Source: an optimization exercise on an open RTL-to-GDS flow (aim: small area, a short achievable clock period and few clock cycles per item). Production flows keep margins and buffers that such runs may drop.
RTL that was checked went through simulation tests only; none was proved equivalent to the original.
No activity file was given, so power comes from the tool's default toggle rates.

## rev 12
// matvecmult
module matvecmult(
    CLK,
    RST,
    vector_x,
    vector_b,
    vector_y,
    Q,
    A,
    finish
);
Settings: LEC_CHECK=0, CAP_MARGIN=20, CORE_MARGIN=2, CORE_UTILIZATION=40, SLEW_MARGIN=20, SYNTH_HIERARCHICAL=1, SYNTH_MINIMUM_KEEP_SIZE=0; clock period 10.0 ns.
standard.sh (not shown) runs the stock make flow with config.mk's settings and CLKGATE_MAP_FILE= SYNTH_SCRIPT=/design/flow/synth_recipe.tcl, a recipe that flattens the netlist after the stock synthesis.
==> flow/flow/run.sh <==
#!/bin/bash
set -euo pipefail
export BUFFER_PORTS_ARGS="-buffer_cell sky130_fd_sc_hd__buf_1"
bash standard.sh > standard_make.log 2>&1
#### Input delta (rev 13 over rev 12)
--- a/flow/design.v
+++ b/flow/design.v
@@ -18,48 +18,50 @@
 output              finish;
 reg  [4:0] cnt;
 reg        rs;
 reg  [3:1] val;          
 reg  [3:1] done;         
 reg        fin;
 reg  [7:0] y_r [0:15];
 reg  [7:0] bsel;
 integer    i;
 reg        skip;                        
-wire [3:0] a_w;
-mv_or2 ua0 (.a(cnt[0]), .b(skip), .y(a_w[0]));
-assign a_w[3:1] = cnt[3:1];
+reg  [3:0] ar;                          
+wire [3:0] a_w = {cnt[3:1], cnt[0] ^ skip};    
+wire [3:0] a_o;
+mv_or2 ua0 (.a(ar[0]), .b(skip), .y(a_o[0]));
+assign a_o[3:1] = ar[3:1];
 wire       fetched = cnt[4];            
-assign A = a_w;
+assign A = a_o;
 assign finish = fin;
 always @(posedge CLK) begin
     rs   <= RST;
     skip <= RST & ~rs;
     val  <= {val, RST ? ~rs : ~fetched};
 end
 always @(posedge CLK or posedge RST) begin
     if (RST) begin
         cnt  <= 5'd0;
+        ar   <= 4'd0;
         done <= {3{1'b0}};
         fin  <= 1'b0;
     end else begin
-        if (!fetched)
+        if (!fetched) begin
             cnt <= cnt + (skip ? 5'd2 : 5'd1);
+            ar  <= {ar[3:1] + {2'b0, ar[0]}, ~ar[0]} + {3'b0, skip};
+        end
         done <= {done, fetched};
         fin  <= done[2];
     end
 end
-always @(posedge CLK) begin
-    for (i = 0; i < 16; i = i + 1)
-        if (a_w == i)
-            bsel <= vector_b[8*i +: 8];
-end
+always @(posedge CLK)
+    bsel <= vector_b[8*a_w +: 8];
 wire p1;
 wire p2;
 wire p3;
 wire p4;
 wire p5;
 wire p6;
 wire p7;
 wire p8;
 wire p9;
 wire p10;
==> comparison <==
Rev 13 vs rev 12 — met2 usage in global routing dropped 1.0 points. [compare] base=rev 12 new=rev 13: via count fell about 8%, total clock sinks rose about 1.3%, total power fell 230 uW, share of cell area taken by muxes after synthesis rose 1.8 points. Rev 13 — clock power share 0.3 points lower, rev 12 as reference.
No run of this note included a check of the RTL's function; only the layout flow was run.


matvecmult, a different RTL version from the one above (not shown whole).
Size: about 1,400 cells after synthesis, about 240 flip-flops, about 520 I/O pins, about 16,000 sq um of cells after synthesis.
// matvecmult
module matvecmult(
    CLK,
    RST,
    vector_x,
    vector_b,
    vector_y,
    Q,
    A,
    finish
);
Settings: LEC_CHECK=0, CAP_MARGIN=20, CORE_MARGIN=2, CORE_UTILIZATION=40, SLEW_MARGIN=20, SYNTH_HIERARCHICAL=1, SYNTH_MINIMUM_KEEP_SIZE=0; clock period 10.0 ns.
==> flow/flow/run.sh <==
#!/bin/bash
set -euo pipefail
export BUFFER_PORTS_ARGS="-buffer_cell sky130_fd_sc_hd__buf_2"
bash standard.sh > standard_make.log 2>&1
Testbench counts at the start, summed over its fixed seeds: cycles 43,200, items 2,400.
Next try:
--- a/flow/design.v
+++ b/flow/design.v
@@ -22,37 +22,36 @@
 reg  [2:1] done;         
 reg        fin;
 reg  [7:0] y_r [0:15];
 reg  [7:0] bsel;
 integer    i;
 reg        skip;                        
 reg  [3:0] ar;                          
-wire [3:0] a_w = {cnt[3:1], cnt[0] ^ skip} | {4{cnt[4]}};
+wire [3:0] a_w = {cnt[3:1], cnt[0] ^ skip};    
 wire [3:0] a_o;
 mv_or2 ua0 (.a(ar[0]), .b(skip), .y(a_o[0]));
 assign a_o[3:1] = ar[3:1];
 wire       fetched = cnt[4];            
 assign A = a_o;
 assign finish = fin;
 always @(posedge CLK) begin
     rs   <= RST;
     skip <= RST & ~rs;
-    val  <= {val, ~RST & ~fetched & (a_w != 4'd0)};
+    val  <= {val, RST ? ~rs : ~fetched};
 end
 always @(posedge CLK or posedge RST) begin
     if (RST) begin
         cnt  <= 5'd0;
         ar   <= 4'd0;
         done <= {2{1'b0}};
         fin  <= 1'b0;
     end else begin
         if (!fetched) begin
             cnt <= cnt + (skip ? 5'd2 : 5'd1);
-            if (ar != 4'd15)
-                ar <= {ar[3:1] + {2'b0, ar[0]}, ~ar[0]} + {3'b0, skip};
+            ar  <= {ar[3:1] + {2'b0, ar[0]}, ~ar[0]} + {3'b0, skip};
         end
         done <= {done, fetched};
         fin  <= done[1];
     end
 end
 always @(posedge CLK)
     bsel <= vector_b[8*a_w +: 8];
@@ -2216,30 +2215,28 @@
 always @(posedge CLK)
     cut1 <= {s1036, s1035, s1034, s1033, s1032, s1031, c881, c879, c877, c875, s1030, s1029, s1028, s1027, s1026, s1025, c873, c871, c869, c867, c865, c863, s880, s878, s876, s874, s872, s870, s868, s866, s864, s862, c753, c751, c749, s860, s858, c747, c745, c743, c741, c739, c737, s752, s750, s748, s746, s744, s742, s740, c649, c647, s738, s736, c645, c643, c641, c639, c637, s734, s732, s648, s646, s644, s642, s640, s638, c567, c565, s636, c563, c561, c559, s634, s566, s564, s562, s560, s558, c507, c505, s506, s504, c471, s502, s500, s470};
 reg b0_1;
 always @(posedge CLK)
     b0_1 <= bsel[0];
 wire [6:0] sum = ~{s1162, s1123, s1089, s1063, s1047, s1039, k1_0};
 always @(posedge CLK) begin
-    if (val[2])
+    if (val[2]) begin
         for (i = 0; i < 15; i = i + 1)
             y_r[i] <= y_r[i + 1];
-    y_r[15] <= {sum, b0_1};
+        y_r[15] <= {sum, b0_1};
+    end
 end
 genvar g;
 generate for (g = 0; g < 16; g = g + 1) begin : gy
     assign vector_y[8*g +: 8] = y_r[g];
 end endgenerate
 endmodule
 module mv_fa(input a, input b, input c, output s, output co);
 assign s  = a ^ b ^ c;
 assign co = (a & b) | (a & c) | (b & c);
 endmodule
-module mv_add7(input [6:0] a, input [6:0] b, output [6:0] s);
-assign s = ~a + ~b;
-endmodule
 module mv_or2(input a, input b, output y);
 assign y = a | b;
 endmodule
 module mv_xnor2(input a, input b, output s);
 assign s = ~(a ^ b);
 endmodule
=> Via count decreases by 5.1%. Sequential share of layout area increases by 0.77 points. Core utilization decreases by 0.37 points. Hold slack gains 0.0088 ns. Power decreases by 0.44%. Die area decreases by 1.1%. First-iteration DRC count decreases by 28%. Synthesized area decreases by 1.1%.
Testbench counts after the change, summed over its fixed seeds: cycles 43,200, items 2,400.

## what the ideal ports hide
In the flow no input, the clock included, has a driving cell. The finished layouts below were timed again as built, in two steps. Step 1 (the two cells are an assumption about what drives the block):
set clk [get_ports {CLK}]
set_driving_cell -lib_cell sky130_fd_sc_hd__clkbuf_16 $clk
set_driving_cell -lib_cell sky130_fd_sc_hd__buf_2 [delete_from_list [all_inputs] $clk]
Step 2 also shifts input and output timing later by t, the mid clock arrival at the registers, as if the neighbouring blocks saw the same clock. Slacks: no drivers / after step 1 / after step 2; pairs: no drivers / after step 1.
run	t (ns)	setup slack, ns	slew at the worst register clock pin (ns)
rev 12	0.589	5.996 / 5.940 / 6.072	0.06 / 0.06
rev 13	0.584	6.609 / 6.635 / 6.051	0.07 / 0.07
the first run of note 2	0.580	6.357 / 6.387 / 5.807	0.07 / 0.07
the second run of note 2	0.556	6.339 / 6.339 / 5.816	0.07 / 0.07
After both steps setup and hold are still met in every run listed. The setup slack of rev 13, which loses most, moves by +0.026 ns with the drivers and by -0.558 ns with both steps.
